Source: an optimization exercise on an open RTL-to-GDS flow (aim: small area and a short achievable clock period). Production flows keep margins and buffers that such runs may drop. At most, simulation tests tie the RTL to the original design; equivalence was not proved. Power is estimated from default activity; no workload was simulated.

nickel:
Design fpu16_top, start of the top module:
module fpu16_top(
    input         aclk,
    input  [15:0] a,
    input  [15:0] b,
    input         a_valid,
    input         b_valid,
    output [15:0] add_result,
    output        add_valid,
    output [15:0] sub_result,
    output        sub_valid,
    output [15:0] mul_result,
    output        mul_valid,
    output [7:0]  cmp_result,
    output        cmp_valid
    );
export LEC_CHECK = 0
export ABC_AREA = 1
export CAP_MARGIN = 20
export CORE_MARGIN = 2
export CORE_UTILIZATION = 60
export CTS_CLUSTER_DIAMETER = 100
export CTS_CLUSTER_SIZE = 30
export SETUP_SLACK_MARGIN = 5.0
export SLEW_MARGIN = 20
create_clock -name core_clock -period 8.0 [get_ports {aclk}]
standard.sh (not shown) runs the stock make flow with config.mk's settings and CLKGATE_MAP_FILE= SYNTH_SCRIPT=/design/flow/synth_recipe.tcl, a recipe that flattens the netlist after the stock synthesis.
==> flow/flow/run.sh <==
#!/bin/bash
# The standard layout, with buf_2 cells as the port buffers and setup repair
# aimed at a 2.64 ns period (slack margin 5.36 ns at the 8 ns clock).
set -euo pipefail
bash standard.sh SETUP_SLACK_MARGIN=5.36 "BUFFER_PORTS_ARGS=-buffer_cell sky130_fd_sc_hd__buf_2" finish > standard.log 2>&1
Relative to nickel, the following input files were edited for cedar:
--- a/flow/design.v
+++ b/flow/design.v
@@ -277,36 +277,41 @@
         cmp_q <= ge;
         a_gt <= mag_gt;
     end
     assign cmp_result = {7'b0, cmp_q};
     assign cmp_valid = v0;
     wire [14:0] l0 = a_gt ? a0[14:0] : b0[14:0];
     wire [14:0] s0 = a_gt ? b0[14:0] : a0[14:0];
     wire hl0 = |l0[14:10];
     wire hs0 = |s0[14:10];
     wire [4:0] d0 = {l0[14:11], l0[10] | ~hl0} - {s0[14:11], s0[10] | ~hs0};
+    wire nan0 = &l0[14:10];
+    wire psel0 = (&s0[14:10]) & ~a_gt;
     wire [5:0] bn0, bo0, bt0;
     booth_enc11 u_be(.y({hs0, s0[9:0]}), .neg(bn0), .one(bo0), .two(bt0));
     reg [14:0] l1, s1;
     reg ls1, es1, fs1, hl1, hs1;
-    reg [5:0] bo1, bt1;
+    reg [10:0] mx1;
+    reg [5:0] bn1, bo1, bt1;
     reg [4:0] d1;
     always @(posedge aclk) begin
         l1  <= l0;
         s1  <= s0;
         ls1 <= a_gt ? a0[15] : b0[15];
         es1 <= a0[15] ^ b0[15];
         fs1 <= a_gt ? a0[15] : ~b0[15];
         hl1 <= hl0;
         hs1 <= hs0;
-        bo1 <= bo0;
-        bt1 <= bt0;
+        mx1 <= psel0 ? {hs0, s0[9:0]} : {hl0, l0[9:0]};
+        bn1 <= nan0 ? 6'b000000 : bn0;
+        bo1 <= nan0 ? 6'b100000 : bo0;
+        bt1 <= nan0 ? 6'b000000 : bt0;
         d1  <= d0;
     end
     wire [4:0] le1 = {l1[14:11], l1[10] | ~hl1};
     wire [4:0] se1 = {s1[14:11], s1[10] | ~hs1};
     wire [13:0] s_ext = {hs1, s1[9:0], 3'b0};
     wire [13:0] s_shr = d1[4] ? 14'b0 : s_ext >> d1[3:0];
     wire [13:0] s_lost = d1[4] ? s_ext : s_ext & ~(14'h3fff << d1[3:0]);
     reg [14:0] l2;
     reg [13:0] sal2;
     reg ls2, es2, fs2, hl2, linf2, pani2, bz2;
@@ -392,70 +397,64 @@
     always @(posedge aclk) begin
         add_q  <= add_c;
         sub_q  <= sub_c;
         add_vq <= v4 & ~(&add_c[14:10]);
         sub_vq <= v4 & ~(&sub_c[14:10]);
     end
     assign add_result = add_q;
     assign add_valid = add_vq;
     assign sub_result = sub_q;
     assign sub_valid = sub_vq;
-    wire [10:0] m_x = {hl1, l1[9:0]};
-    wire [10:0] m_y = {hs1, s1[9:0]};
     wire [21:0] cs0, cs1, cs2;
-    wire [5:0] bn1 = {1'b0, m_y[9], m_y[7], m_y[5], m_y[3], m_y[1]};
-    mul11_cs u_mul(.x(m_x), .neg(bn1), .one(bo1), .two(bt1), .r0(cs0), .r1(cs1), .r2(cs2));
-    wire nan1 = &l1[14:10];
-    wire psel1 = (&s1[14:10]) & (ls1 ^ fs1);
-    wire [9:0] payload = psel1 ? s1[9:0] : l1[9:0];
+    mul11_cs u_mul(.x(mx1), .neg(bn1), .one(bo1), .two(bt1), .r0(cs0), .r1(cs1), .r2(cs2));
     reg [21:0] cs0_2, cs1_2, cs2_2;
     reg [6:0] t2;
     reg msg2, nan2, zero2;
     always @(posedge aclk) begin
-        cs0_2 <= nan1 ? {2'b01, payload, 10'b0} : cs0;
-        cs1_2 <= nan1 ? 22'b0 : cs1;
-        cs2_2 <= nan1 ? 22'b0 : cs2;
+        cs0_2 <= cs0;
+        cs1_2 <= cs1;
+        cs2_2 <= cs2;
         t2    <= {2'b0, le1} + {2'b0, se1} - 7'd15;
         msg2  <= es1;
-        nan2  <= nan1;
+        nan2  <= &l1[14:10];
         zero2 <= ~hs1 & ~(|s1[9:0]);
     end
     wire [21:0] q_s = cs0_2 ^ cs1_2 ^ cs2_2;
     wire [21:0] q_c = (cs0_2 & cs1_2) | (cs0_2 & cs2_2) | (cs1_2 & cs2_2);
     wire [21:0] q_sum = q_s + {q_c[20:0], 1'b0};
     reg [21:0] q3;
     reg [6:0] t3;
     reg msg3, nan3, zero3;
     always @(posedge aclk) begin
         q3    <= q_sum;
         t3    <= t2;
         msg3  <= msg2;
         nan3  <= nan2;
         zero3 <= zero2;
     end
     wire [3:0] lq;
     lzc12 u_lq(q3[21:10], lq);
     wire normal = ~t3[6] & (t3[5:0] >= {2'b0, lq});
     reg [21:0] q4;
-    reg [6:0] l4, e4;
+    reg [6:0] e4;
+    reg [4:0] q_sh;
     reg normal4, msg4, nan4, zero4;
     always @(posedge aclk) begin
         q4      <= q3;
-        l4      <= normal ? {3'b0, lq} : t3;
+        q_sh    <= normal ? 5'd11 - {1'b0, lq} : 5'd11 - t3[4:0];
         e4      <= t3 + 7'd1 - {3'b0, lq};
         normal4 <= normal;
         msg4    <= msg3;
         nan4    <= nan3;
         zero4   <= zero3;
     end
     wire [32:0] q_pad = {q4, 11'b0};
-    wire [6:0] q_sh = 7'd11 - l4;
     wire [32:0] q_z16 = q_sh[4] ? q_pad >> 16 : q_pad;
     wire [32:0] q_z8  = q_sh[3] ? q_z16 >> 8 : q_z16;
     wire [32:0] q_z4  = q_sh[2] ? q_z8 >> 4 : q_z8;
     wire [32:0] q_z2  = q_sh[1] ? q_z4 >> 2 : q_z4;
     wire [32:0] q_z   = q_sh[0] ? q_z2 >> 1 : q_z2;
     wire [11:0] win = q_z[21:10];
     wire [22:0] below = ~({23{1'b1}} << q_sh[4:0]);
     wire st4 = |(q4 & below[22:1]);
     wire [6:0] e4p1 = e4 + 7'd1;
     reg [10:0] mant5;
Results
- Compared with nickel, cedar shows a clock group share of total power that is 0.5 points higher.
- Compared with nickel, in cedar biggest fanout along the worst timing path increased 2, total standard cell area after synthesis decreased 0.48%.
- cedar reports its category of the most critical setup path as register to register while nickel reports register to primary output.
- Lower cell count after placement among nickel and cedar: cedar
- Higher number of clock sinks seen by CTS was reported by cedar, not nickel.
- Summary: hold slack, cedar worse than nickel
- On fmax, cedar does worse than nickel.
- cedar vs. nickel: fraction of power spent switching nets went down by 0.94 points.
- cedar vs nickel — post-route total power climbed slightly
- Looking at wire length on met1, cedar sits about 1.6% lower than nickel does.
- The highest cell delay on the worst timing path reported for cedar is greater than that of nickel by 0.12 ns.
- The via count reported for cedar is smaller than that of nickel by 333.
- The setup slack of cedar is lower than that of nickel.
Function not checked in cedar: the RTL went through the layout flow alone.

## static timing again, ports no longer ideal
The results above use ideal ports. As a check the final layouts listed here were re-extracted and re-timed, cells and wires unchanged.
Step 1 sets driving cells, clkbuf_16 on the clock port and buf_2 on the other inputs (assumed; they add their load-dependent delay and slew).
Step 2 also shifts input and output timing later by t, the mid clock arrival at the registers, as if the neighbouring blocks saw the same clock.
a / b / c = no drivers / after step 1 / after step 2; a / b = the first two.
run | shift t [ns] | setup slack, ns | hold WS [ns] | worst slew at a driven data input, ns | pins driven straight from the clock port
nickel | 0.579 | 5.397 / 5.348 / 4.894 | 0.336 / 0.336 / 0.336 | 0.04 | 1
cedar | 0.579 | 5.354 / 5.354 / 4.942 | 0.329 / 0.329 / 0.329 | 0.03 | 1
After both steps every run listed still meets setup and hold. The setup slack of nickel, which loses most, moves by -0.049 ns with the drivers and by -0.503 ns with both steps.
